Background: an optimization exercise with open tools, aiming at a short achievable clock period and few clock cycles. Do not read the settings as production practice.
RTL that was checked went through simulation tests only; none was proved equivalent to the original.
The RTL of runs 1, 3 and 4 was laid out without a check of its function.
Power and IR drop assume default switching activity.

`flow/constraint.sdc`:
```
create_clock -name core_clock -period 7.5 [get_ports {clk}]
set_input_delay 1.5000 -clock core_clock [delete_from_list [all_inputs] [get_ports {clk}]]
set_output_delay 1.5000 -clock core_clock [all_outputs]
set_load 0.01 [all_outputs]
```
`flow/run.sh`:
```
#!/bin/bash
# synth_recipe.tcl (not shown) runs the flow's synth.tcl, then flattens the netlist and writes it again
# the make line also repeats each setting of config.mk as NAME=value (left out here)
make -C /OpenROAD-flow-scripts/flow DESIGN_CONFIG=/design/flow/config.mk WORK_HOME=/design/flow/orfs CLKGATE_MAP_FILE= SYNTH_SCRIPT=/design/flow/synth_recipe.tcl finish
```
`flow/design.v`:
```
`timescale 1ns/1ps
module mips(input         clk, reset,
            output [31:0] pc,
            input  [31:0] instr,
            output        memwrite,
            output [31:0] memaddr,
            output [31:0] memwritedata,
            input  [31:0] memreaddata);
  reg  [31:0] pcF;
  reg  [31:0] rasF;        
  reg  [31:0] rasC;        
  reg  [31:0] instrD;
  reg  [31:0] pc4D;        
  reg  [31:0] btgtD;       
  reg  [31:0] rasD;        
  reg         predTD;      
  reg  [31:0] aE, bE, wdE;
  reg  [31:0] altE;        
  reg         fwdAE, fwdBE, fwdWE;
  reg         subE;
  reg  [3:0]  selE;        
  reg         sltsE;       
  reg         brE, bneE, predTE, jrE, jalE;
  reg         regwriteE, memtoregE, memwriteE;
  reg  [4:0]  wrE;
  reg  [31:0] aluoutM, wdM;
  reg         regwriteM, memtoregM, memwriteM;
  reg  [4:0]  wrM;
  reg  [31:0] resW;
  reg         regwriteW;
  reg  [4:0]  wrW;
  wire        redirect;    
  wire [31:0] redirpc;
  wire        stall;       
  assign pc = pcF;
  wire [5:0] opF = instr[31:26];
  wire isJF   = (opF == 6'b000010);
  wire isJALF = (opF == 6'b000011);
  wire isBEQF = (opF == 6'b000100);
  wire isBNEF = (opF == 6'b000101);
  wire isJRF  = (opF == 6'b000000) && (instr[5:0] == 6'b001000);
  wire rseqF  = (instr[25:21] == instr[20:16]);
  wire predTF = (isBEQF & rseqF) | (isBNEF & ~rseqF);
  wire [29:0] pcinc;
  pfx_add #(30) incf(.a(pcF[31:2]), .b(30'b0), .cin(1'b1), .s(pcinc), .cout());
  wire [31:0] pc4F = {pcinc, pcF[1:0]};
  wire [15:0] blo;
  wire        bc;
  pfx_add #(16) badd(.a(pcF[17:2]), .b(instr[15:0]), .cin(1'b1), .s(blo), .cout(bc));
  wire [13:0] bhi0 = pcF[31:18];
  wire [13:0] bhip, bhim;
  pfx_add #(14) hip(.a(bhi0), .b(14'b0), .cin(1'b1), .s(bhip), .cout());
  pfx_add #(14) him(.a(bhi0), .b(14'h3fff), .cin(1'b0), .s(bhim), .cout());
  wire [13:0] bhi = instr[15] ? (bc ? bhi0 : bhim) : (bc ? bhip : bhi0);
  wire [31:0] btgtF = {bhi, blo, pcF[1:0]};
  wire [31:0] jtgtF = {pc4F[31:28], instr[25:0], 2'b00};
  wire [31:0] npcF = (isJF | isJALF) ? jtgtF :
                     predTF          ? btgtF :
                     isJRF           ? rasF  : pc4F;
  always @(posedge clk) begin
    if (reset)         pcF <= 32'b0;
    else if (redirect) pcF <= redirpc;
    else if (!stall)   pcF <= npcF;
  end
  always @(posedge clk) begin
    if (reset) begin
      rasF <= 32'b0;
      rasC <= 32'b0;
    end else begin
      if (redirect)    rasF <= rasC;
      else if (isJALF) rasF <= pc4F;
      if (jalE)        rasC <= bE;
    end
  end
  always @(posedge clk) begin
    if (reset || redirect) begin
      instrD <= 32'b0;
      predTD <= 1'b0;
    end else if (!stall) begin
      instrD <= instr;
      predTD <= predTF;
    end
    if (!stall) begin
      pc4D  <= pc4F;
      btgtD <= btgtF;
      rasD  <= rasF;
    end
  end
  wire [5:0]  op = instrD[31:26];
  wire [5:0]  fn = instrD[5:0];
  wire [4:0]  rs = instrD[25:21];
  wire [4:0]  rt = instrD[20:16];
  wire [4:0]  rd = instrD[15:11];
  wire [15:0] imm = instrD[15:0];
  wire isR    = (op == 6'b000000);
  wire rAdd   = isR & ((fn == 6'b100000) | (fn == 6'b100001));
  wire rSub   = isR & ((fn == 6'b100010) | (fn == 6'b100011));
  wire rAnd   = isR & (fn == 6'b100100);
  wire rOr    = isR & (fn == 6'b100101);
  wire rSlt   = isR & (fn == 6'b101010);
  wire rSltu  = isR & (fn == 6'b101011);
  wire isJR   = isR & (fn == 6'b001000);
  wire rAlu   = rAdd | rSub | rAnd | rOr | rSlt | rSltu;
  wire isAddi = (op == 6'b001000) | (op == 6'b001001);
  wire isSlti = (op == 6'b001010);
  wire isSltiu= (op == 6'b001011);
  wire isOri  = (op == 6'b001101);
  wire isLui  = (op == 6'b001111);
  wire isLw   = (op == 6'b100011);
  wire isSw   = (op == 6'b101011);
  wire isBeq  = (op == 6'b000100);
  wire isBne  = (op == 6'b000101);
  wire isJal  = (op == 6'b000011);
  wire isBr   = isBeq | isBne;
  wire iAlu   = isAddi | isSlti | isSltiu | isOri | isLui | isLw;
  wire [4:0] wrD = rAlu ? rd : isJal ? 5'd31 : rt;
  wire regwriteD = (rAlu | iAlu | isJal) & (wrD != 5'b0);
  wire usesA  = rAlu | isAddi | isSlti | isSltiu | isOri | isLw | isSw | isBr | isJR;
  wire usesBr = rAlu | isBr;           
  wire usesRt = usesBr | isSw;
  wire [31:0] rf1, rf2;
  regfile rf(.clk(clk), .we(regwriteW), .ra1(rs), .ra2(rt), .wa(wrW),
             .wd(resW), .rd1(rf1), .rd2(rf2));
  wire [31:0] resM = memtoregM ? memreaddata : aluoutM;
  wire fMs = regwriteM && (wrM == rs);
  wire fWs = regwriteW && (wrW == rs);
  wire fMt = regwriteM && (wrM == rt);
  wire fWt = regwriteW && (wrW == rt);
  wire [31:0] rsv = fMs ? resM : fWs ? resW : rf1;
  wire [31:0] rtv = fMt ? resM : fWt ? resW : rf2;
  wire fEs = regwriteE && (wrE == rs);
  wire fEt = regwriteE && (wrE == rt);
  assign stall = memtoregE && ((usesA && fEs) || (usesRt && fEt));
  wire [31:0] sextD = {{16{imm[15]}}, imm};
  wire [31:0] aD = (isLui | isJal) ? 32'b0 : rsv;
  wire [31:0] bD = usesBr ? rtv :
                   isJR   ? rasD :
                   isLui  ? {imm, 16'b0} :
                   isJal  ? pc4D :
                   isOri  ? {16'b0, imm} : sextD;
  wire subD  = rSub | rSlt | rSltu | isSlti | isSltiu;
  wire sltD  = rSlt | rSltu | isSlti | isSltiu;
  wire [3:0] selD = {sltD, rOr | isOri, rAnd, ~(sltD | rOr | isOri | rAnd)};
  always @(posedge clk) begin
    if (reset || redirect || stall) begin
      regwriteE <= 1'b0;
      memtoregE <= 1'b0;
      memwriteE <= 1'b0;
      brE       <= 1'b0;
      jrE       <= 1'b0;
      jalE      <= 1'b0;
    end else begin
      regwriteE <= regwriteD;
      memtoregE <= isLw;
      memwriteE <= isSw;
      brE       <= isBr;
      jrE       <= isJR;
      jalE      <= isJal;
    end
    aE     <= aD;
    bE     <= bD;
    wdE    <= rtv;
    altE   <= predTD ? pc4D : btgtD;
    fwdAE  <= usesA & fEs;
    fwdBE  <= usesBr & fEt;
    fwdWE  <= isSw & fEt;
    subE   <= subD;
    selE   <= selD;
    sltsE  <= rSlt | isSlti;
    bneE   <= isBne;
    predTE <= predTD;
    wrE    <= wrD;
  end
  wire [31:0] srca = fwdAE ? aluoutM : aE;
  wire [31:0] srcb = fwdBE ? aluoutM : bE;
  wire [31:0] wdX  = fwdWE ? aluoutM : wdE;
  wire [31:0] sum;
  wire        cout;
  pfx_add #(32) alu(.a(srca), .b(srcb ^ {32{subE}}), .cin(subE), .s(sum), .cout(cout));
  wire lt = sltsE ? ((srca[31] ^ srcb[31]) ? srca[31] : sum[31]) : ~cout;
  wire [31:0] aluoutE = ({32{selE[0]}} & sum) |
                        ({32{selE[1]}} & (srca & srcb)) |
                        ({32{selE[2]}} & (srca | srcb)) |
                        {31'b0, selE[3] & lt};
  wire eq = (srca == srcb);
  wire takenE = bneE ? ~eq : eq;
  assign redirect = (brE & (takenE ^ predTE)) | (jrE & ~eq);
  assign redirpc  = jrE ? srca : altE;
  always @(posedge clk) begin
    if (reset) begin
      regwriteM <= 1'b0;
      memtoregM <= 1'b0;
      memwriteM <= 1'b0;
    end else begin
      regwriteM <= regwriteE;
      memtoregM <= memtoregE;
      memwriteM <= memwriteE;
    end
    aluoutM <= aluoutE;
    wdM     <= wdX;
    wrM     <= wrE;
  end
  assign memwrite     = memwriteM;
  assign memaddr      = aluoutM;
  assign memwritedata = wdM;
  always @(posedge clk) begin
    if (reset) regwriteW <= 1'b0;
    else       regwriteW <= regwriteM;
    resW <= resM;
    wrW  <= wrM;
  end
endmodule
`timescale 1ns/1ps
module pfx_add #(parameter W = 32)
                (input  [W-1:0] a, b,
                 input          cin,
                 output [W-1:0] s,
                 output         cout);
  localparam L = $clog2(W);
  wire [W-1:0] p0 = a ^ b;
  wire [W-1:0] g0 = a & b;
  wire [W-1:0] gl [0:L];
  wire [W-1:0] pl [0:L];
  assign gl[0] = {g0[W-1:1], g0[0] | (p0[0] & cin)};
  assign pl[0] = p0;
  genvar k, i;
  generate
    for (k = 0; k < L; k = k + 1) begin : lvl
      for (i = 0; i < W; i = i + 1) begin : bitk
        if (i >= (1 << k)) begin : comb
          assign gl[k+1][i] = gl[k][i] | (pl[k][i] & gl[k][i - (1 << k)]);
          assign pl[k+1][i] = pl[k][i] & pl[k][i - (1 << k)];
        end else begin : pass
          assign gl[k+1][i] = gl[k][i];
          assign pl[k+1][i] = pl[k][i];
        end
      end
    end
  endgenerate
  wire [W:0] c = {gl[L], cin};
  assign s = p0 ^ c[W-1:0];
  assign cout = c[W];
endmodule
module regfile(input         clk,
               input         we,
               input  [4:0]  ra1, ra2, wa,
               input  [31:0] wd,
               output [31:0] rd1, rd2);
  reg [31:0] rf[31:0];
  always @(posedge clk)
    if (we) rf[wa] <= wd;
  assign rd1 = (ra1 != 0) ? rf[ra1] : 32'b0;
  assign rd2 = (ra2 != 0) ? rf[ra2] : 32'b0;
endmodule
```
`flow/config.mk`:
```
export PLATFORM = sky130hd
export DESIGN_NAME = mips
export DESIGN_NICKNAME = mips
export VERILOG_FILES = /design/flow/design.v
export SDC_FILE = /design/flow/constraint.sdc
export NUM_CORES = 4
export LEC_CHECK = 0
export ABC_CLOCK_PERIOD_IN_PS = 3000
export CAP_MARGIN = 20
export CORE_MARGIN = 2
export CORE_UTILIZATION = 40
export SETUP_SLACK_MARGIN = 4.5
export SLEW_MARGIN = 20
```
==> summary.txt, run 1 <==
Floorplan
  – Die H: roughly 430 um
  – Core Rows: 154
  – Core ar.: ~180000 sq um
  – Die Footprint: 182000 sq um
  – I/O pin cnt: approximately 160
  – Initial core utilization: approximately two fifths
  – Chip Width: ~430 um

Synthesis
  – Synth Flop Type: edfxtp_1
  – Synth unique cells: 73
  – Adder-cell share of the synthesized area: ~2%
  – Part of the Yosys area used for sequential elements: roughly three fifths
  – Post-synth EDFFs: 1118
  – #FFs+latches synth: about 1.5k
  – Leading cell type by number of instances after synthesis: edfxtp_1
  – Post-Syn Instances: approximately 4.5k
  – Compound-cell area share of the yosys netlist: 6.24%
  – Synth Area per Inst: between 15 and 20 sq um
  – Asr flop ratio synth: 0%
  – Syn nets: between 4k and 5k
  – Post-synthesis cell area: between 70000 and 80000 sq um
  – Synth warn: 6
  – Yosys top cell by area: edfxtp_1
  – Synth area leaders: edfxtp_1, mux4_2, dfxtp_1
  – Mux cell area share after synthesis: about 24%
  – Synth Area in Simple Gates: under 10%
  – Post-synth top area share: between 40% and 50%
  – Largest family of logic cells by synthesized area: multiplexers
  – Synth top cells by count: edfxtp_1, mux4_2, dfxtp_1, nor2_1, nand2_1
  – XOR/XNOR share of the synthesized area: between 1.5 and 2%

Timing
  – RSZ-0062 raised after global routing: yes
  – Fin Clk Skew: ~0.038 ns
  – Max-slew violations: 0
  – Hold Fails Final Rpt: 0
  – Crit share post-route: between 40% and 50%
  – Final setup viols: 0
  – Fin Setup TNS: 0 ns
  – Worst rel slew slack: 24.2%
  – Slew of the pin with the lowest slew margin: 1.13 ns
  – Post-layout min period: between 3 and 4 ns
  – Maximum clock rate: 0.275 GHz

Global route
  – Largest net degree at the start of global routing: between 80 and 90
  – Initial antenna violation count: 4
  – Overflow after GRT: 0
  – First-pass GRT wire length: between 300 and 400 mm
  – GRT Total Usage: a little over a quarter
  – Vias in the first global route: 46.4k

Routing
  – Post-DRT Antenna Nets: 0
  – Vias per Instance: approximately 6.3
  – Drt wl/cell: 33.2 um
  – 1st-pass router iterations: 6
  – Initial drt markers: between 6k and 7k
  – Final wirelength: 249 mm
  – # DRC: 0
  – Total vias in the final route: around 47k

Pwr
  – Peak supply drop: around 0.00018 V
  – Power per cell area: 252 nW/um^2
  – Leak pwr: between 30 and 40 nW

Setup path
  – Crit Path Max Fanout: 2
  – Worst path bufs/invs: 4
  – Critical path startpoint: instr[0]
  – Worst path slowest cell: fa_2
  – Reg-to-reg endpoint: aluoutM[0]$_DFF_P_
  – Setup Crit Path Kind: input port to register
  – Crit start category: input port
  – R2R setup slack: ~3.9 ns
  – Crit path arrival time: around 4.4 ns
  – CP delay by family, top: compound AO/OA/AOI/OAI gates
  – Crit end category: register
  – Path depth of the worst reg2reg path: 14
  – Slowest stage delay, CP: 0.33 ns
  – Crit-path cells: buf_12 > inv_12 > ha_4 > inv_2 > fa_2 > a21o_1 > a21oi_2 > o21ai_2 > a31o_2 > a22oi_2 > buf_6 > mux2_4 > xor2_2 > a221oi_2 > a211oi_2 > o21a_1
  – RR Startpoint: fwdBE$_DFF_P_
  – CP required: between 8 and 9 ns

Clock tree
  – Num Clock Sinks: roughly 1.5k
  – Clk buf depth: 3
  – CTS tree: built
  – H-tree levels: 4
  – CTS Buf Count: roughly 160
  – Clock Root Buffer: clkbuf_16
  – Hold buffer count at CTS: 0
  – Clock transition at path regs: 0.06 ns
  – Worst-Skew Late Latency: 0.82 ns

Place
  – Routability Congestion: 0.901
  – Hpwl dp: roughly 140 mm
  – Count of input and output buffers: approximately 160
  – Dpl cells: around 6.8k

Worst hold path
  – Hold Path Class: register to register
  – Hold path start: wrM[0]$_DFF_P_
  – Hold path depth: 0
  – Hold path endpoint: wrW[0]$_DFF_P_

Cells and area
  – Area grow syn2layout: 26.4%
  – Final std cells w/o fill: approximately 7.5k
  – Nets@finish: ~5.2k
  – Share of cells above drive strength 1: 41.3%

Status
  – Status: timing/DRC/antenna clean

Job
  – Max_cap viols: 0
-- power breakdown --
group / internal (mW) / switching [mW] / total [mW]
clock network: 4.50 / 3.45 / 7.95
logic: 1.65 / 2.00 / 3.65
registers: 10.2 / 0.983 / 11.1
total: 16.3 / 6.44 / 22.7
-- per-layer routing --
| metal | wire length [um] | track usage (%) | vias to the layer above |
|---|---|---|---|
| met4 | 14200 | 13.3 | 4 |
| met1 | 95600 | 36.0 | 24600 |
| li1 | - | - | 19200 |
| met3 | 23400 | 4.83 | 580 |
| met2 | 115000 | 41.7 | 2793 |
| met5 | 27 | 0 | - |
-- worst max path at each step --
stage                           endpoint  slack [ns]  depth (start not counted)
finish              pcF[21]$_SDFFE_PP0P_        3.86                         16
floorplan           pcF[21]$_SDFFE_PP0P_        3.45                         14
detailed placement  pcF[21]$_SDFFE_PP0P_        1.96                         16
global route         aluoutM[27]$_DFF_P_        3.80                         17
global placement    pcF[21]$_SDFFE_PP0P_        1.99                         16
CTS                 pcF[21]$_SDFFE_PP0P_        3.96                         16
-- worst reg2reg max path: stages (launching register included) --
cell and delay [ns]:
dfxtp_4 0.47, buf_16 0.20, mux2i_4 0.28, xnor2_1 0.19, ha_4 0.25, o21a_1 0.20, o211ai_1 0.23, or2_2 0.23
a21o_1 0.22, nand3_4 0.15, o2111ai_4 0.25, a21boi_2 0.10, or3_4 0.40, a21oi_4 0.18, o21ai_4 0.11
-- layout make-up --
type	count	area, sq um
Clock inverter	81	771
Timing Repair Buffer	654	7900
Tap cell	2340	2930
Multi-Input combinational cell	2557	31700
Fill cell	14200	86600
Clock buffer	215	4380
Sequential cell	1517	41900
Inverter	137	539
Antenna cell	2	5.00
-- cells by family after synthesis --
| family | Yosys count |
|---|---|
| buffers and inverters | 477 |
| muxes | 918 |
| adders and majority gates | 116 |
| xor gates and xnor gates | 148 |
| DFF | 1517 |
| AOI/OAI and AO/OA | 652 |
| and+or+nand+nor | 720 |
-- through the flow --
| step | hold slack (ns) | util (%) | power, mW | area, sq um | setup WS [ns] |
|---|---|---|---|---|---|
| after global placement | 0.353 | 43.0 | 13.8 | 76000 | 1.99 |
| final | 0.399 | 51.0 | 22.7 | 90100 | 3.86 |
| after global routing | 0.397 | 51.0 | 23.4 | 90100 | 3.80 |
| after CTS | 0.388 | 49.3 | 22.5 | 87100 | 3.96 |
| after detailed placement | 0.369 | 43.0 | 13.9 | 76000 | 1.96 |
| after floorplan | 0.373 | - | 12.4 | 72000 | 3.45 |
-- cell usage in the layout, fill, tap and decap left out, types with 33 or more instances in the layout --
master           Yosys  final
mux2_2              98     65
mux4_2             640    640
nor2_4               0     39
mux2i_1            180     98
a211oi_1            98     67
a21oi_1            214    117
buf_6               15     82
edfxtp_1          1118   1118
clkdlybuf4s50_1      0     48
dlygate4sd2_1        0     35
a21oi_4              0     38
ha_1               114     81
nand2_1            223    207
dfxtp_2              0     34
nor2_1             268    225
buf_4               11    261
dfxtp_1            399    291
o21ai_1             20     33
dfxtp_4              0     74
xor2_1              60     57
xnor2_1             88     75
buf_16               0     61
clkbuf_1           219     43
clkbuf_16            0    179
a21oi_2              0     59
buf_12               0     68
mux2_4               0     35
mux2i_4              0     62
inv_1              135    132
-- flip-flops by register name, indices dropped and copies added, names as in the netlist, 4 cells and up, named ones only --
signal	count
aE	32
altE	32
aluoutM	32
bE	32
btgtD	30
instrD	32
pc4D	32
pcF	32
rasC	32
rasD	32
rasF	32
resW	32
rf.rf	1024
selE	4
wdE	32
wdM	32
wrE	5
wrM	5
wrW	5
-- what timing repair did --
item                                    4_1_cts  5_1_grt
pin swaps                                   118      116
gates cloned                                 49       16
buffers inserted                            245       89
resized for setup                           860      351
endpoints found under the setup margin      668      360
==> inputs of run 2 (changes only) <==
--- a/flow/design.v
+++ b/flow/design.v
@@ -42,15 +42,15 @@
   wire rseqF  = (instr[25:21] == instr[20:16]);
   wire predTF = (isBEQF & rseqF) | (isBNEF & ~rseqF);
   wire [29:0] pcinc;
-  pfx_add #(30) incf(.a(pcF[31:2]), .b(30'b0), .cin(1'b1), .s(pcinc), .cout());
+  pfx_add #(30, 5) incf(.a(pcF[31:2]), .b(30'b0), .cin(1'b1), .s(pcinc), .cout());
   wire [31:0] pc4F = {pcinc, pcF[1:0]};
   wire [15:0] blo;
   wire        bc;
-  pfx_add #(16) badd(.a(pcF[17:2]), .b(instr[15:0]), .cin(1'b1), .s(blo), .cout(bc));
+  pfx_add #(16, 4) badd(.a(pcF[17:2]), .b(instr[15:0]), .cin(1'b1), .s(blo), .cout(bc));
   wire [13:0] bhi0 = pcF[31:18];
   wire [13:0] bhip, bhim;
-  pfx_add #(14) hip(.a(bhi0), .b(14'b0), .cin(1'b1), .s(bhip), .cout());
-  pfx_add #(14) him(.a(bhi0), .b(14'h3fff), .cin(1'b0), .s(bhim), .cout());
+  pfx_add #(14, 4) hip(.a(bhi0), .b(14'b0), .cin(1'b1), .s(bhip), .cout());
+  pfx_add #(14, 4) him(.a(bhi0), .b(14'h3fff), .cin(1'b0), .s(bhim), .cout());
   wire [13:0] bhi = instr[15] ? (bc ? bhi0 : bhim) : (bc ? bhip : bhi0);
   wire [31:0] btgtF = {bhi, blo, pcF[1:0]};
   wire [31:0] jtgtF = {pc4F[31:28], instr[25:0], 2'b00};
@@ -176,7 +176,7 @@
   wire [31:0] wdX  = fwdWE ? aluoutM : wdE;
   wire [31:0] sum;
   wire        cout;
-  pfx_add #(32) alu(.a(srca), .b(srcb ^ {32{subE}}), .cin(subE), .s(sum), .cout(cout));
+  pfx_add #(32, 5) alu(.a(srca), .b(srcb ^ {32{subE}}), .cin(subE), .s(sum), .cout(cout));
   wire lt = sltsE ? ((srca[31] ^ srcb[31]) ? srca[31] : sum[31]) : ~cout;
   wire [31:0] aluoutE = ({32{selE[0]}} & sum) |
                         ({32{selE[1]}} & (srca & srcb)) |
@@ -211,12 +211,11 @@
   end
 endmodule
 `timescale 1ns/1ps
-module pfx_add #(parameter W = 32)
+module pfx_add #(parameter W = 32, parameter L = 5)    
                 (input  [W-1:0] a, b,
                  input          cin,
                  output [W-1:0] s,
                  output         cout);
-  localparam L = $clog2(W);
   wire [W-1:0] p0 = a ^ b;
   wire [W-1:0] g0 = a & b;
   wire [W-1:0] gl [0:L];
==> run 2 against run 1 <==
Still clean on timing, DRC and antenna; synthesized area is the same; synthesized cell count is the same; fmax is the same; first-iteration DRC count is the same; final area is the same; worst setup slack is the same.
==> summary.txt, run 2 <==
Global route
  – Largest net degree at the start of global routing: 84 (unchanged)
  – Vias in the first global route: 46.4k (unchanged)
  – Overflow after GRT: 0 (unchanged)
  – Initial antenna violation count: 4 (unchanged)
  – GRT Total Usage: 26.7% (unchanged)
  – First-pass GRT wire length: 345 mm (unchanged)

Clock tree
  – Num Clock Sinks: 1517 (unchanged)
  – Hold buffer count at CTS: 0 (unchanged)
  – CTS Buf Count: 162 (unchanged)
  – CTS tree: built (unchanged)
  – Worst-Skew Late Latency: 0.82 ns (about the same)
  – Clock transition at path regs: 0.06 ns (about the same)
  – Clk buf depth: 3 (unchanged)
  – Clock Root Buffer: clkbuf_16 (unchanged)
  – H-tree levels: 4 (unchanged)

Routing
  – # DRC: 0 (unchanged)
  – Final wirelength: 249 mm (unchanged)
  – 1st-pass router iterations: 6 (unchanged)
  – Drt wl/cell: 33.2 um (unchanged)
  – Vias per Instance: 6.29 (unchanged)
  – Post-DRT Antenna Nets: 0 (unchanged)
  – Initial drt markers: 6234 (unchanged)
  – Total vias in the final route: 47.2k (unchanged)

Cells and area
  – Share of cells above drive strength 1: 41.3% (unchanged)
  – Top reg by flops: rf.rf (unchanged)
  – Area grow syn2layout: 26.4% (unchanged)
  – Final instance area: 90100 sq um (unchanged)
  – Fillers: 14.2k (unchanged)
  – Most frequent cells in the layout: edfxtp_1, mux4_2, dfxtp_1, buf_4, nor2_1 (unchanged)
  – Commonest non-fill, non-tap cell in the layout: edfxtp_1 (unchanged)
  – Utilization after layout: 51.0% (unchanged)
  – Max reg flops: 1024 (unchanged)
  – Final std cells w/o fill: 7503 (unchanged)
  – Nets@finish: 5211 (unchanged)

Setup path
  – R2R setup slack: 3.90 ns (about the same)
  – RR Startpoint: fwdBE$_DFF_P_ (unchanged)
  – Path depth of the worst reg2reg path: 14 (unchanged)
  – Reg-to-reg endpoint: aluoutM[0]$_DFF_P_ (unchanged)
  – Setup Crit Path Kind: input port to register (unchanged)
  – Crit Path Max Fanout: 2 (unchanged)
  – Worst path slowest cell: fa_2 (unchanged)
  – Slowest stage delay, CP: 0.33 ns (about the same)
  – Crit path arrival time: 4.35 ns (about the same)
  – Crit-path cells: buf_12 > inv_12 > ha_4 > inv_2 > fa_2 > a21o_1 > a21oi_2 > o21ai_2 > a31o_2 > a22oi_2 > buf_6 > mux2_4 > xor2_2 > a221oi_2 > a211oi_2 > o21a_1 (unchanged)
  – Crit end category: register (unchanged)
  – Crit start category: input port (unchanged)
  – CP required: 8.21 ns (about the same)

Timing
  – Maximum clock rate: 0.275 GHz (unchanged)
  – Max-slew violations: 0 (unchanged)
  – Slew of the pin with the lowest slew margin: 1.13 ns (unchanged)
  – Worst rel slew slack: 24.2% (unchanged)
  – Fin Clk Skew: 0.0377 ns (unchanged)
  – RSZ-0062 raised after global routing: yes (unchanged)
  – Fin Setup TNS: 0 ns (unchanged)
  – Post-layout min period: 3.64 ns (unchanged)
  – Setup ws final: 3.86 ns (unchanged)
  – Final hold slack: 0.399 ns (unchanged)
  – Final setup viols: 0 (unchanged)
  – Hold Fails Final Rpt: 0 (unchanged)
  – Crit share post-route: 48.5% (unchanged)

Synthesis
  – XOR/XNOR share of the synthesized area: 1.82% (unchanged)
  – Synth top cells by count: edfxtp_1, mux4_2, dfxtp_1, nor2_1, nand2_1 (unchanged)
  – Compound-cell area share of the yosys netlist: 6.24% (unchanged)
  – Leading cell type by number of instances after synthesis: edfxtp_1 (unchanged)
  – #FFs+latches synth: 1517 (unchanged)
  – Post-Syn Instances: 4548 (unchanged)
  – Part of the Yosys area used for sequential elements: 58.3% (unchanged)
  – Post-synth top area share: 47.1% (unchanged)
  – Synth unique cells: 73 (unchanged)
  – Synth warn: 6 (unchanged)
  – Synth Area per Inst: 15.7 sq um (unchanged)
  – Adder-cell share of the synthesized area: 2.06% (unchanged)
  – Synth Area in Simple Gates: 4.50% (unchanged)
  – Yosys top cell by area: edfxtp_1 (unchanged)
  – Synth area leaders: edfxtp_1, mux4_2, dfxtp_1 (unchanged)
  – Post-synth EDFFs: 1118 (unchanged)
  – Post-synthesis cell area: 71300 sq um (unchanged)
  – Syn nets: 4730 (unchanged)
  – Mux cell area share after synthesis: 24.3% (unchanged)
  – Largest family of logic cells by synthesized area: multiplexers (unchanged)
  – Synth Flop Type: edfxtp_1 (unchanged)
  – Asr flop ratio synth: 0% (unchanged)

Place
  – Hpwl dp: 137 mm (unchanged)
  – Count of input and output buffers: 162 (unchanged)
  – Post-Place Worst Slack: 1.96 ns (unchanged)
  – Routability Congestion: 0.901 (unchanged)
  – Dpl cells: 6806 (unchanged)
  – Post-Place Cell Area: 76000 sq um (unchanged)

Pwr
  – Net Sw Frac: 28.3% (unchanged)
  – Peak supply drop: 0.000180 V (unchanged)
  – Power per cell area: 252 nW/um^2 (unchanged)
  – Pwr Total: 22.7 mW (unchanged)
  – Power Internal: 16.3 mW (unchanged)
  – Clock share of power: 34.9% (about the same)
  – Logic pwr share: 16.0% (about the same)
  – Reported net switching power: 6.44 mW (unchanged)
  – Leak pwr: 30.2 nW (unchanged)
  – Seq pwr share: 49.0% (about the same)

Floorplan
  – Die Footprint: 182000 sq um (unchanged)
  – Initial core utilization: 40.4% (unchanged)
  – I/O pin cnt: 163 (unchanged)
  – Core ar.: 177000 sq um (unchanged)
  – Die H: 426 um (unchanged)
  – Core Rows: 154 (unchanged)
  – Chip Width: 426 um (unchanged)

Worst hold path
  – Hold path endpoint: wrW[0]$_DFF_P_ (unchanged)
  – Hold path depth: 0 (unchanged)
  – Hold path start: wrM[0]$_DFF_P_ (unchanged)
  – Hold Path Class: register to register (unchanged)

Job
  – Max_cap viols: 0 (unchanged)

Status
  – Status: timing/DRC/antenna clean (unchanged)
-- run 2: how the worst max path moves through the flow --
stage | start | endpoint
final | instr[0] | pcF[21]$_SDFFE_PP0P_
after global placement | instr[0] | pcF[21]$_SDFFE_PP0P_
after global routing | fwdBE$_DFF_P_ | aluoutM[27]$_DFF_P_
after detailed placement | instr[0] | pcF[21]$_SDFFE_PP0P_
after CTS | instr[0] | pcF[21]$_SDFFE_PP0P_
after floorplan | instr[0] | pcF[21]$_SDFFE_PP0P_
-- run 2: timing repair --
action | in CTS | in global routing
pin swaps | 118 | 116
setup buffers | 245 | 89
hold endpoints to repair | 0 | 0
resized for setup | 860 | 351
endpoints found under the setup margin | 668 | 360
cloned | 49 | 16
-- run 2: layer usage --
metal / track usage, % / up-vias / routed length, um
li1: - / 19200 / -
met2: 41.7 / 2793 / 115000
met1: 36.0 / 24600 / 95600
met5: 0 / - / 27
met4: 13.3 / 4 / 14200
met3: 4.83 / 580 / 23400
-- run 2: critical path: cells and delay by family --
kind,cells,cell delay [ns]
buffers and inverters,4,0.34
adder cells (fa/ha/maj),2,0.45
multiplexers,1,0.31
XOR/XNOR,1,0.16
AO/OA/AOI/OAI,8,1.59
-- run 2: layout make-up --
class	count	area (sq um)	share of cell area (%)
sequential	1517	41900	46.5
multi-input combinational	2557	31700	35.2
timing repair buffer	654	7900	8.77
clock buffer	215	4380	4.86
tap	2340	2930	3.25
clock inverter	81	771	0.855
inverter	137	539	0.599
antenna	2	5.00	0.00555
-- run 2: logic make-up after synthesis --
kind of cell    count (synthesis)
compound gates                652
xor+xnor                      148
fa+ha+maj                     116
buf+inv                       477
flops                        1517
mux                           918
simple gates                  720
-- run 2: power groups by stage --
stage / sequential, mW / combinational (mW) / clock, mW
after floorplan: 10.9 / 1.50 / 0
after detailed placement: 11.3 / 2.58 / 0
after CTS: 11.1 / 3.36 / 8.03
after global routing: 11.2 / 3.82 / 8.36
after global placement: 11.3 / 2.56 / 0
final: 11.1 / 3.65 / 7.95
Testbench counts of run 2, summed over its fixed seeds: cycles 19,042.
==> inputs of run 3 (changes only) <==
--- a/flow/design.v
+++ b/flow/design.v
@@ -16,7 +16,6 @@
   reg         predTD;      
   reg  [31:0] aE, bE, wdE;
   reg  [31:0] altE;        
-  reg         fwdAE, fwdBE, fwdWE;
   reg         subE;
   reg  [3:0]  selE;        
   reg         sltsE;       
@@ -29,6 +28,7 @@
   reg  [31:0] resW;
   reg         regwriteW;
   reg  [4:0]  wrW;
+  wire [31:0] aluoutE;
   wire        redirect;    
   wire [31:0] redirpc;
   wire        stall;       
@@ -44,23 +44,30 @@
   wire [29:0] pcinc;
   pfx_add #(30, 5) incf(.a(pcF[31:2]), .b(30'b0), .cin(1'b1), .s(pcinc), .cout());
   wire [31:0] pc4F = {pcinc, pcF[1:0]};
+  wire        cinc = &pcF[17:2];
   wire [15:0] blo;
   wire        bc;
-  pfx_add #(16, 4) badd(.a(pcF[17:2]), .b(instr[15:0]), .cin(1'b1), .s(blo), .cout(bc));
-  wire [13:0] bhi0 = pcF[31:18];
-  wire [13:0] bhip, bhim;
-  pfx_add #(14, 4) hip(.a(bhi0), .b(14'b0), .cin(1'b1), .s(bhip), .cout());
-  pfx_add #(14, 4) him(.a(bhi0), .b(14'h3fff), .cin(1'b0), .s(bhim), .cout());
-  wire [13:0] bhi = instr[15] ? (bc ? bhi0 : bhim) : (bc ? bhip : bhi0);
+  pfx_add #(16, 4) badd(.a(pc4F[17:2]), .b(instr[15:0]), .cin(1'b0), .s(blo), .cout(bc));
+  wire [13:0] h0 = pcF[31:18];
+  wire [13:0] hp1, hp2, hm1;
+  pfx_add #(14, 4) ah1(.a(h0), .b(14'd1),    .cin(1'b0), .s(hp1), .cout());
+  pfx_add #(14, 4) ah2(.a(h0), .b(14'd2),    .cin(1'b0), .s(hp2), .cout());
+  pfx_add #(14, 4) ahm(.a(h0), .b(14'h3fff), .cin(1'b0), .s(hm1), .cout());
+  wire [13:0] hA  = cinc ? hp1 : h0;     
+  wire [13:0] hAp = cinc ? hp2 : hp1;    
+  wire [13:0] hAm = cinc ? h0  : hm1;    
+  wire [13:0] bhi = (bc & ~instr[15]) ? hAp :
+                    (~bc & instr[15]) ? hAm : hA;
   wire [31:0] btgtF = {bhi, blo, pcF[1:0]};
   wire [31:0] jtgtF = {pc4F[31:28], instr[25:0], 2'b00};
   wire [31:0] npcF = (isJF | isJALF) ? jtgtF :
-                     predTF          ? btgtF :
                      isJRF           ? rasF  : pc4F;
   always @(posedge clk) begin
     if (reset)         pcF <= 32'b0;
     else if (redirect) pcF <= redirpc;
-    else if (!stall)   pcF <= npcF;
+    else if (stall)    pcF <= pcF;
+    else if (predTF)   pcF <= btgtF;
+    else               pcF <= npcF;
   end
   always @(posedge clk) begin
     if (reset) begin
@@ -157,13 +164,10 @@
       jrE       <= isJR;
       jalE      <= isJal;
     end
-    aE     <= aD;
-    bE     <= bD;
-    wdE    <= rtv;
+    aE     <= (usesA & fEs)  ? aluoutE : aD;
+    bE     <= (usesBr & fEt) ? aluoutE : bD;
+    wdE    <= (isSw & fEt)   ? aluoutE : rtv;
     altE   <= predTD ? pc4D : btgtD;
-    fwdAE  <= usesA & fEs;
-    fwdBE  <= usesBr & fEt;
-    fwdWE  <= isSw & fEt;
     subE   <= subD;
     selE   <= selD;
     sltsE  <= rSlt | isSlti;
@@ -171,14 +175,13 @@
     predTE <= predTD;
     wrE    <= wrD;
   end
-  wire [31:0] srca = fwdAE ? aluoutM : aE;
-  wire [31:0] srcb = fwdBE ? aluoutM : bE;
-  wire [31:0] wdX  = fwdWE ? aluoutM : wdE;
+  wire [31:0] srca = aE;
+  wire [31:0] srcb = bE;
   wire [31:0] sum;
   wire        cout;
   pfx_add #(32, 5) alu(.a(srca), .b(srcb ^ {32{subE}}), .cin(subE), .s(sum), .cout(cout));
   wire lt = sltsE ? ((srca[31] ^ srcb[31]) ? srca[31] : sum[31]) : ~cout;
-  wire [31:0] aluoutE = ({32{selE[0]}} & sum) |
+  assign aluoutE = ({32{selE[0]}} & sum) |
                         ({32{selE[1]}} & (srca & srcb)) |
                         ({32{selE[2]}} & (srca | srcb)) |
                         {31'b0, selE[3] & lt};
@@ -197,7 +200,7 @@
       memwriteM <= memwriteE;
     end
     aluoutM <= aluoutE;
-    wdM     <= wdX;
+    wdM     <= wdE;
     wrM     <= wrE;
   end
   assign memwrite     = memwriteM;
==> run 3 against run 2 <==
Worst setup slack got worse by 0.014 ns; worst hold slack worse by 0.072 ns; via count increased by 4.6%; synthesized cell count increased by 5.7%; still clean; combinational power fell by 1%; critical path depth is 5 lower; first-iteration DRC count increased by 4.7%; clock skew down 0.0055 ns; sequential share of layout area rose by 0.16 points.
==> summary.txt, run 3 <==
Floorplan
  – Chip Width: 429 um (was 426 um)
  – Core Rows: 155 (was 154)
  – I/O pin cnt: 163 (unchanged)
  – Die Footprint: 184000 sq um (was 182000 sq um)
  – Die H: 429 um (was 426 um)
  – Initial core utilization: 40.3% (was 40.4%)
  – Core ar.: 179000 sq um (was 177000 sq um)

Global route
  – Vias in the first global route: 48.1k (was 46.4k)
  – Largest net degree at the start of global routing: 76 (was 84)
  – Initial antenna violation count: 5 (was 4)
  – Overflow after GRT: 0 (unchanged)
  – First-pass GRT wire length: 357 mm (was 345 mm)
  – GRT Total Usage: 26.9% (was 26.7%)

Synthesis
  – Yosys top cell by area: edfxtp_1 (unchanged)
  – Synth unique cells: 97 (was 73)
  – Post-Syn Instances: 4805 (was 4548)
  – Synth top cells by count: edfxtp_1, mux4_2, dfxtp_1, nor2_1, nand2_1 (unchanged)
  – #FFs+latches synth: 1514 (was 1517)
  – Part of the Yosys area used for sequential elements: 57.5% (was 58.3%)
  – Post-synth top area share: 46.5% (was 47.1%)
  – Synth warn: 6 (unchanged)
  – Synth area leaders: edfxtp_1, mux4_2, dfxtp_1 (unchanged)
  – Post-synthesis cell area: 72200 sq um (was 71300 sq um)
  – Synth Flop Type: edfxtp_1 (unchanged)
  – Synth Area per Inst: 15.0 sq um (was 15.7 sq um)
  – Syn nets: 4990 (was 4730)
  – Post-synth EDFFs: 1118 (unchanged)
  – Leading cell type by number of instances after synthesis: edfxtp_1 (unchanged)
  – Asr flop ratio synth: 0% (unchanged)

Clock tree
  – Clk buf depth: 3 (unchanged)
  – Num Clock Sinks: 1514 (was 1517)
  – H-tree levels: 4 (unchanged)
  – Hold buffer count at CTS: 0 (unchanged)
  – Worst-Skew Late Latency: 0.83 ns (was 0.82 ns)
  – Clock transition at path regs: 0.06 ns (about the same)
  – CTS Buf Count: 162 (unchanged)
  – CTS tree: built (unchanged)
  – Clock Root Buffer: clkbuf_16 (unchanged)

Setup path
  – Crit start category: input port (unchanged)
  – Setup Crit Path Kind: input port to register (unchanged)
  – Crit end category: register (unchanged)
  – CP required: 8.16 ns (was 8.21 ns)
  – RR Startpoint: pcF[2]$_SDFFE_PP0P_ (was fwdBE$_DFF_P_)
  – R2R setup slack: 3.86 ns (was 3.90 ns)
  – Crit Path Max Fanout: 7 (was 2)
  – Critical path startpoint: instr[13] (was instr[0])
  – Crit path arrival time: 4.31 ns (was 4.35 ns)

Pwr
  – Power per cell area: 255 nW/um^2 (was 252 nW/um^2)
  – Leak pwr: 30.1 nW (was 30.2 nW)
  – Peak supply drop: 0.000241 V (was 0.000180 V)

Cells and area
  – Max reg flops: 1024 (unchanged)
  – Commonest non-fill, non-tap cell in the layout: edfxtp_1 (unchanged)
  – Top reg by flops: rf.rf (unchanged)
  – Share of cells above drive strength 1: 39.3% (was 41.3%)
  – Area grow syn2layout: 24.3% (was 26.4%)
  – Most frequent cells in the layout: edfxtp_1, mux4_2, buf_4, dfxtp_1, nor2_1 (was edfxtp_1, mux4_2, dfxtp_1, buf_4, nor2_1)
  – Nets@finish: 5406 (was 5211)

Timing
  – Fin Setup TNS: 0 ns (unchanged)
  – Max-slew violations: 0 (unchanged)
  – Final hold slack: 0.327 ns (was 0.399 ns)
  – RSZ-0062 raised after global routing: yes (unchanged)
  – Hold Fails Final Rpt: 0 (unchanged)
  – Crit share post-route: 48.7% (was 48.5%)
  – Fin Clk Skew: 0.0322 ns (was 0.0377 ns)
  – Post-layout min period: 3.65 ns (was 3.64 ns)
  – Worst rel slew slack: 16.1% (was 24.2%)
  – Maximum clock rate: 0.274 GHz (was 0.275 GHz)
  – Final setup viols: 0 (unchanged)
  – Slew of the pin with the lowest slew margin: 1.26 ns (was 1.13 ns)

Status
  – Status: timing/DRC/antenna clean (unchanged)

Routing
  – Final wirelength: 254 mm (was 249 mm)
  – Total vias in the final route: 49.4k (was 47.2k)
  – Drt wl/cell: 33.0 um (was 33.2 um)
  – Post-DRT Antenna Nets: 0 (unchanged)
  – # DRC: 0 (unchanged)
  – 1st-pass router iterations: 6 (unchanged)
  – Initial drt markers: 6527 (was 6234)
  – Vias per Instance: 6.40 (was 6.29)

Job
  – Max_cap viols: 0 (unchanged)

Place
  – Routability Congestion: 1.00 (was 0.901)
  – Count of input and output buffers: 162 (unchanged)
  – Hpwl dp: 149 mm (was 137 mm)

Worst hold path
  – Hold path start: wdE[10]$_DFF_P_ (was wrM[0]$_DFF_P_)
  – Hold Path Class: register to register (unchanged)
-- run 3: critical path, cell delays in order --
cell and delay (ns):
clkdlybuf4s50_1 0.58, ha_2 0.37, a211oi_2 0.29, nor2_2 0.09, a2111o_2 0.58, nand2_4 0.15
buf_4 0.12, a21oi_2 0.04, a41oi_1 0.25, and4b_1 0.27, o22ai_2 0.07
-- run 3: layout make-up --
type / instances / area, sq um
Clock buffer: 196 / 4320
Multi-Input combinational cell: 2790 / 32200
Sequential cell: 1514 / 41900
Antenna cell: 5 / 12.5
Fill cell: 14600 / 89200
Timing Repair Buffer: 603 / 6790
Clock inverter: 103 / 1070
Tap cell: 2355 / 2950
Inverter: 150 / 586
-- run 3: worst paths after layout --
kind,to,depth (start not counted)
worst max-delay path,pcF[19]$_SDFFE_PP0P_,11
worst min-delay path,wdM[10]$_DFF_P_,0
worst max register to register,pcF[27]$_SDFFE_PP0P_,17
worst min register to register,wdM[10]$_DFF_P_,0
-- run 3: cell families (layout without fill, tap and decap cells) --
| kind of cell | Yosys count | in the layout | synth area share, % |
|---|---|---|---|
| AOI/OAI and AO/OA | 818 | 818 | 7.49 |
| xor gates and xnor gates | 131 | 131 | 1.59 |
| adders and majority gates | 120 | 120 | 2.10 |
| buffers and inverters | 505 | 1052 | 2.82 |
| DFF | 1514 | 1514 | 57.5 |
| muxes | 854 | 855 | 23.0 |
| other | 0 | 5 | 0 |
| and+or+nand+nor | 863 | 866 | 5.55 |
-- run 3: per-stage QoR --
step | power [mW] | instance area (sq um) | utilization [%] | setup slack (ns) | cells
floorplan | 12.4 | 72600 | - | 3.55 | 4805
global placement | 13.9 | 76800 | 42.9 | 2.42 | 7072
detailed placement | 14.0 | 76900 | 42.9 | 2.39 | 7074
CTS | 22.6 | 87600 | 48.9 | 3.92 | 7614
global route | 23.5 | 89800 | 50.2 | 3.71 | 7712
finish | 22.9 | 89800 | 50.2 | 3.85 | 7716
-- run 3: layer usage --
metal,routed length [um],vias up,GRT usage (%)
met5,22,-,0
met4,13900,4,12.5
met3,23700,581,4.96
met2,119000,3057,42.5
met1,98100,25600,36.2
li1,-,20100,-
-- run 3: what timing repair did --
action | 4_1_cts | 5_1_grt
hold endpoints to repair | 0 | 0
gates resized for setup | 882 | 306
pin swaps | 149 | 119
endpoints found under the setup margin | 603 | 285
cloned | 31 | 8
buffers inserted | 210 | 89
-- run 3: power by group --
part / internal [mW] / switching (mW)
Clock: 4.66 / 3.51
Combinational: 1.60 / 2.01
Sequential: 10.1 / 0.980
==> inputs of run 4 (changes only) <==
--- a/flow/design.v
+++ b/flow/design.v
@@ -14,7 +14,7 @@
   reg  [31:0] btgtD;       
   reg  [31:0] rasD;        
   reg         predTD;      
-  reg  [31:0] aE, bE, wdE;
+  reg  [31:0] aE, bE, wdE;    
   reg  [31:0] altE;        
   reg         subE;
   reg  [3:0]  selE;        
@@ -44,20 +44,15 @@
   wire [29:0] pcinc;
   pfx_add #(30, 5) incf(.a(pcF[31:2]), .b(30'b0), .cin(1'b1), .s(pcinc), .cout());
   wire [31:0] pc4F = {pcinc, pcF[1:0]};
-  wire        cinc = &pcF[17:2];
   wire [15:0] blo;
   wire        bc;
-  pfx_add #(16, 4) badd(.a(pc4F[17:2]), .b(instr[15:0]), .cin(1'b0), .s(blo), .cout(bc));
+  pfx_add #(16, 4) badd(.a(pcF[17:2]), .b(instr[15:0]), .cin(1'b1), .s(blo), .cout(bc));
   wire [13:0] h0 = pcF[31:18];
-  wire [13:0] hp1, hp2, hm1;
-  pfx_add #(14, 4) ah1(.a(h0), .b(14'd1),    .cin(1'b0), .s(hp1), .cout());
-  pfx_add #(14, 4) ah2(.a(h0), .b(14'd2),    .cin(1'b0), .s(hp2), .cout());
+  wire [13:0] hp1, hm1;
+  pfx_add #(14, 4) ahp(.a(h0), .b(14'd1),    .cin(1'b0), .s(hp1), .cout());
   pfx_add #(14, 4) ahm(.a(h0), .b(14'h3fff), .cin(1'b0), .s(hm1), .cout());
-  wire [13:0] hA  = cinc ? hp1 : h0;     
-  wire [13:0] hAp = cinc ? hp2 : hp1;    
-  wire [13:0] hAm = cinc ? h0  : hm1;    
-  wire [13:0] bhi = (bc & ~instr[15]) ? hAp :
-                    (~bc & instr[15]) ? hAm : hA;
+  wire [13:0] bhi = (bc & ~instr[15]) ? hp1 :
+                    (~bc & instr[15]) ? hm1 : h0;
   wire [31:0] btgtF = {bhi, blo, pcF[1:0]};
   wire [31:0] jtgtF = {pc4F[31:28], instr[25:0], 2'b00};
   wire [31:0] npcF = (isJF | isJALF) ? jtgtF :
@@ -165,7 +160,7 @@
       jalE      <= isJal;
     end
     aE     <= (usesA & fEs)  ? aluoutE : aD;
-    bE     <= (usesBr & fEt) ? aluoutE : bD;
+    bE     <= (usesBr & fEt) ? (aluoutE ^ {32{subD}}) : (bD ^ {32{subD}});
     wdE    <= (isSw & fEt)   ? aluoutE : rtv;
     altE   <= predTD ? pc4D : btgtD;
     subE   <= subD;
@@ -176,11 +171,11 @@
     wrE    <= wrD;
   end
   wire [31:0] srca = aE;
-  wire [31:0] srcb = bE;
+  wire [31:0] srcb = bE;       
   wire [31:0] sum;
   wire        cout;
-  pfx_add #(32, 5) alu(.a(srca), .b(srcb ^ {32{subE}}), .cin(subE), .s(sum), .cout(cout));
-  wire lt = sltsE ? ((srca[31] ^ srcb[31]) ? srca[31] : sum[31]) : ~cout;
+  pfx_add #(32, 5) alu(.a(srca), .b(srcb), .cin(subE), .s(sum), .cout(cout));
+  wire lt = sltsE ? ((srca[31] ^ ~srcb[31]) ? srca[31] : sum[31]) : ~cout;
   assign aluoutE = ({32{selE[0]}} & sum) |
                         ({32{selE[1]}} & (srca & srcb)) |
                         ({32{selE[2]}} & (srca | srcb)) |
==> flow/flow/run.sh (new file) <==
#!/bin/bash
# Layout flow: the standard ORFS flow (standard.sh), run unchanged for
# synthesis, then from floorplan on with two changes:
#  - the port buffers are plain sky130_fd_sc_hd__buf_4 cells (buffer_ports
#    otherwise picks a clkdlybuf4s50 delay cell, about 0.5 ns slow), and
#  - the delay cells are added to the don't-use list, so timing repair does
#    not size buffers into them.
# Each step's full output goes to a log file of its own here.
set -euo pipefail

# the platform's own don't-use list
PLAT_CFG="$FLOW_HOME/platforms/$FLOW_PLATFORM/config.mk"
DU=$(awk '/^export DONT_USE_CELLS \+= *\\/{on=1; next} on{ line=$0; cont=sub(/\\[ \t]*$/, "", line); printf "%s ", line; if (!cont) on=0 }' "$PLAT_CFG" | xargs)
DLY="sky130_fd_sc_hd__clkdlybuf4s15_1 sky130_fd_sc_hd__clkdlybuf4s15_2 sky130_fd_sc_hd__clkdlybuf4s18_1 sky130_fd_sc_hd__clkdlybuf4s18_2 sky130_fd_sc_hd__clkdlybuf4s25_1 sky130_fd_sc_hd__clkdlybuf4s25_2 sky130_fd_sc_hd__clkdlybuf4s50_1 sky130_fd_sc_hd__clkdlybuf4s50_2 sky130_fd_sc_hd__dlygate4sd1_1 sky130_fd_sc_hd__dlygate4sd2_1 sky130_fd_sc_hd__dlygate4sd3_1 sky130_fd_sc_hd__dlymetal6s2s_1 sky130_fd_sc_hd__dlymetal6s4s_1 sky130_fd_sc_hd__dlymetal6s6s_1"
echo "platform don't-use: $DU" > flow_dont_use.log
echo "added: $DLY" >> flow_dont_use.log

# synthesis exactly as the standard flow makes it
bash standard.sh synth > flow_synth.log 2>&1

# the rest of the layout
bash standard.sh "DONT_USE_CELLS=$DU $DLY" \
  "BUFFER_PORTS_ARGS=-buffer_cell sky130_fd_sc_hd__buf_4" finish > flow_layout.log 2>&1
==> flow/standard.sh (new file) <==
#!/bin/bash
# synth_recipe.tcl (not shown) runs the flow's synth.tcl, then flattens the netlist and writes it again
# the make line also repeats each setting of config.mk as NAME=value (left out here)
make -C /OpenROAD-flow-scripts/flow DESIGN_CONFIG=/design/flow/config.mk WORK_HOME=/design/flow/orfs CLKGATE_MAP_FILE= SYNTH_SCRIPT=/design/flow/synth_recipe.tcl "${@:-finish}"
removed: flow/run.sh
==> run 4 against run 3 <==
Sequential power hardly changed; critical path type is now register to register; via count is 0.61% higher; non-clock buffer count is 134 higher; die area is 1.3% lower; worst setup slack worse by 0.20 ns; critical endpoint is now bE[31]$_DFF_P_; register-to-register slack worse by 0.20 ns; still clean on timing, DRC and antenna; cell count is 0.47% higher; global-route usage is 1.2 points higher; first-iteration DRC count is 8.3% higher; highest routed layer unchanged; clock skew is 0.017 ns higher.
==> summary.txt, run 4 <==
Status
  – Status: timing/DRC/antenna clean (unchanged)

Timing
  – RSZ-0062 raised after global routing: yes (unchanged)
  – Maximum clock rate: 0.260 GHz (was 0.274 GHz)
  – Fin Clk Skew: 0.0493 ns (was 0.0322 ns)
  – Crit share post-route: 51.3% (was 48.7%)
  – Hold Fails Final Rpt: 0 (unchanged)
  – Max-slew violations: 0 (unchanged)
  – Fin Setup TNS: 0 ns (unchanged)
  – Worst rel slew slack: 23.0% (was 16.1%)
  – Post-layout min period: 3.84 ns (was 3.65 ns)
  – Final setup viols: 0 (unchanged)
  – Slew of the pin with the lowest slew margin: 1.15 ns (was 1.26 ns)

Synthesis
  – Synth unique cells: 88 (was 97)
  – XOR/XNOR share of the synthesized area: 1.65% (was 1.59%)
  – Post-Syn Instances: 4727 (was 4805)
  – Synth Area in Simple Gates: 5.76% (was 5.55%)
  – Compound-cell area share of the yosys netlist: 6.44% (was 7.49%)
  – Synth top cells by count: edfxtp_1, mux4_2, dfxtp_1, nor2_1, a21oi_1 (was edfxtp_1, mux4_2, dfxtp_1, nor2_1, nand2_1)
  – Synth Flop Type: edfxtp_1 (unchanged)
  – Mux cell area share after synthesis: 23.5% (was 23.0%)
  – Leading cell type by number of instances after synthesis: edfxtp_1 (unchanged)
  – Synth Area per Inst: 15.1 sq um (was 15.0 sq um)
  – Syn nets: 4880 (was 4990)
  – Post-synth EDFFs: 1118 (unchanged)
  – Asr flop ratio synth: 0% (unchanged)
  – Post-synthesis cell area: 71200 sq um (was 72200 sq um)
  – Synth warn: 6 (unchanged)
  – Adder-cell share of the synthesized area: 1.57% (was 2.10%)
  – #FFs+latches synth: 1514 (unchanged)
  – Part of the Yosys area used for sequential elements: 58.3% (was 57.5%)
  – Largest family of logic cells by synthesized area: multiplexers (unchanged)
  – Post-synth top area share: 47.1% (was 46.5%)
  – Synth area leaders: edfxtp_1, mux4_2, dfxtp_1 (unchanged)
  – Yosys top cell by area: edfxtp_1 (unchanged)

Cells and area
  – Nets@finish: 5429 (was 5406)
  – Area grow syn2layout: 23.7% (was 24.3%)
  – Top reg by flops: rf.rf (unchanged)
  – Commonest non-fill, non-tap cell in the layout: edfxtp_1 (unchanged)
  – Final std cells w/o fill: 7752 (was 7716)
  – Max reg flops: 1024 (unchanged)
  – Share of cells above drive strength 1: 39.2% (was 39.3%)
  – Most frequent cells in the layout: edfxtp_1, mux4_2, nor2_1, dfxtp_1, buf_4 (was edfxtp_1, mux4_2, buf_4, dfxtp_1, nor2_1)

Global route
  – Overflow after GRT: 0 (unchanged)
  – GRT Total Usage: 28.1% (was 26.9%)
  – First-pass GRT wire length: 360 mm (was 357 mm)
  – Vias in the first global route: 47.4k (was 48.1k)
  – Initial antenna violation count: 11 (was 5)
  – Largest net degree at the start of global routing: 78 (was 76)

Clock tree
  – Hold buffer count at CTS: 0 (unchanged)
  – CTS tree: built (unchanged)
  – CTS Buf Count: 160 (was 162)
  – Clock Root Buffer: clkbuf_16 (unchanged)
  – Num Clock Sinks: 1514 (unchanged)
  – H-tree levels: 4 (unchanged)
  – Clk buf depth: 3 (unchanged)
  – Worst-Skew Late Latency: 0.84 ns (was 0.83 ns)
  – Clock transition at path regs: 0.06 ns (about the same)

Routing
  – Final wirelength: 264 mm (was 254 mm)
  – Initial drt markers: 7068 (was 6527)
  – Drt wl/cell: 34.1 um (was 33.0 um)
  – # DRC: 0 (unchanged)
  – Total vias in the final route: 49.7k (was 49.4k)
  – Post-DRT Antenna Nets: 0 (unchanged)
  – Vias per Instance: 6.41 (was 6.40)
  – 1st-pass router iterations: 6 (unchanged)

Floorplan
  – Initial core utilization: 40.4% (was 40.3%)
  – Core Rows: 154 (was 155)
  – Die Footprint: 181000 sq um (was 184000 sq um)
  – Chip Width: 426 um (was 429 um)
  – I/O pin cnt: 163 (unchanged)
  – Core ar.: 176000 sq um (was 179000 sq um)
  – Die H: 426 um (was 429 um)

Pwr
  – Pwr Total: 23.2 mW (was 22.9 mW)
  – Peak supply drop: 0.000268 V (was 0.000241 V)
  – Leak pwr: 29.7 nW (was 30.1 nW)
  – Power per cell area: 263 nW/um^2 (was 255 nW/um^2)

Worst hold path
  – Hold path endpoint: wdM[7]$_DFF_P_ (was wdM[10]$_DFF_P_)
  – Hold path start: wdE[7]$_DFF_P_ (was wdE[10]$_DFF_P_)
  – Hold path depth: 0 (unchanged)
  – Hold Path Class: register to register (unchanged)

Setup path
  – Crit path arrival time: 4.54 ns (was 4.31 ns)
  – Crit start category: register (was input port)
  – CP required: 8.19 ns (was 8.16 ns)
  – Crit end category: register (unchanged)
  – Slowest stage delay, CP: 0.50 ns (was 0.58 ns)
  – Worst path bufs/invs: 0 (was 2)
  – Worst path slowest cell: fa_2 (was clkdlybuf4s50_1)
  – RR Startpoint: bE[0]$_DFF_P_ (was pcF[2]$_SDFFE_PP0P_)
  – Path depth of the worst reg2reg path: 15 (was 17)
  – Crit Path Max Fanout: 2 (was 7)
  – Setup Crit Path Kind: register to register (was input port to register)
  – R2R setup slack: 3.66 ns (was 3.86 ns)
  – CP delay by family, top: compound AO/OA/AOI/OAI gates (unchanged)
  – Reg-to-reg endpoint: bE[31]$_DFF_P_ (was pcF[27]$_SDFFE_PP0P_)
  – Crit-path cells: fa_2 > a211oi_4 > o21ai_2 > o211ai_1 > a21o_1 > a21oi_2 > o211a_1 > o21ai_2 > a21oi_2 > a211oi_2 > fa_2 > o221ai_4 > nor3_2 > a211oi_2 > xor2_1 (was clkdlybuf4s50_1 > ha_2 > a211oi_2 > nor2_2 > a2111o_2 > nand2_4 > buf_4 > a21oi_2 > a41oi_1 > and4b_1 > o22ai_2)

Place
  – Routability Congestion: 0.966 (was 1.00)
  – Hpwl dp: 153 mm (was 149 mm)
  – Count of input and output buffers: 162 (unchanged)
  – Dpl cells: 6985 (was 7074)

Job
  – Max_cap viols: 0 (unchanged)
==> run 4: changes by cell type after synthesis, sizes merged, moves of 19 or more <==
cell,delta
ha,-34
clkbuf,-27
nor2,+93
buf,+29
a31oi,+19
nand2,-22
o21ai,-52
==> run 4: worst max-delay path by stage <==
stage	from	to	slack [ns]	cells past startpoint
2_1_floorplan	instr[0]	pcF[20]$_SDFFE_PP0P_	3.83	14
3_3_place_gp	instrD[26]$_SDFFE_PP0N_	pcF[25]$_SDFFE_PP0P_	2.87	9
3_5_place_dp	instrD[26]$_SDFFE_PP0N_	pcF[25]$_SDFFE_PP0P_	2.79	9
4_1_cts	aE[0]$_DFF_P_	bE[31]$_DFF_P_	3.86	15
5_1_grt	bE[0]$_DFF_P_	bE[31]$_DFF_P_	3.62	15
6_report	bE[0]$_DFF_P_	bE[31]$_DFF_P_	3.66	15
==> run 4: worst reg2reg max path, stage by stage, from the launching register on <==
cell      delay (ns)
dfxtp_4         0.35
fa_2            0.41
a211oi_4        0.24
o21ai_2         0.09
o211ai_1        0.35
a21o_1          0.23
a21oi_2         0.09
o211a_1         0.27
o21ai_2         0.13
a21oi_2         0.07
a211oi_2        0.29
fa_2            0.50
o221ai_4        0.29
nor3_2          0.07
a211oi_2        0.24
xor2_1          0.09
==> run 4: kinds of logic (layout without fill, tap and decap cells) <==
family,count (synthesis),after routing
DFF,1514,1514
buffers and inverters,501,1175
AOI/OAI and AO/OA,709,711
xor gates and xnor gates,134,134
other,0,4
muxes,868,870
and+or+nand+nor,914,917
adders and majority gates,87,87
==> run 4: stage by stage <==
stage | util (%) | setup slack (ns) | hold slack (ns) | area [sq um]
after floorplan | - | 3.83 | 0.310 | 71600
after global routing | 49.9 | 3.62 | 0.332 | 88100
final | 49.9 | 3.66 | 0.327 | 88100
after detailed placement | 42.7 | 2.79 | 0.312 | 75300
after CTS | 48.2 | 3.86 | 0.327 | 85100
after global placement | 42.6 | 2.87 | 0.311 | 75300
==> run 4: power by group <==
part	switching [mW]	leakage, nW	total, mW	internal (mW)
registers	1.12	13.7	11.3	10.2
logic	2.05	13.4	3.63	1.58
clock network	3.51	2.66	8.24	4.73
==> run 4: layout make-up <==
class | instances | area (sq um)
inverter | 144 | 577
clock buffer | 202 | 4420
clock inverter | 92 | 1030
tap | 2340 | 2930
antenna | 4 | 10.0
multi-input combinational | 2719 | 30800
timing repair buffer | 737 | 6580
fill | 14800 | 88400
sequential | 1514 | 41800
==> run 4: routing by layer <==
layer	global-route usage [%]	up-vias	routed length (um)
li1	-	19900	-
met1	36.4	25700	96300
met2	44.1	3291	121000
met3	6.08	732	28900
met4	15.6	6	18000
met5	0	-	43
==> run 4: timing repair <==
item / CTS / global route
gates cloned: 32 / 23
endpoints found under the hold margin: 0 / 0
buffers inserted: 226 / 188
pin swaps: 104 / 130
gates resized for setup: 603 / 390
endpoints found under the setup margin: 889 / 327

-- what the ideal ports hide --
Ports are ideal in the flow. The routed layouts listed here were re-timed in OpenROAD. Step 1: set_driving_cell puts a clkbuf_16 on clk and a buf_2 on each other input, an assumption about the parent block. Step 2 adds t to the input delays and takes it off the output delays; t is the mean of the earliest and latest rising clock arrival at the registers after step 1. Input paths then give back, and output paths get back, about the clock's delay inside the block. Three values: ideal, step 1, step 2; two values: the first two.
| run | shift t [ns] | setup slack, ns | hold slack, ns | worst setup path after step 2 | clock arrival spread, ns |
|---|---|---|---|---|---|
| run 1 | 0.892 | 3.864 / 3.899 / 3.007 | 0.399 / 0.399 / 0.399 | input to register | 0.038 / 0.038 |
| run 2 | 0.892 | 3.864 / 3.899 / 3.007 | 0.399 / 0.399 / 0.399 | input to register | 0.038 / 0.038 |
| run 3 | 0.899 | 3.851 / 3.860 / 3.001 | 0.327 / 0.327 / 0.327 | input to register | 0.034 / 0.033 |
| run 4 | 0.894 | 3.655 / 3.655 / 3.252 | 0.327 / 0.327 / 0.327 | input to register | 0.051 / 0.052 |
After both steps setup and hold are still met in every run listed.
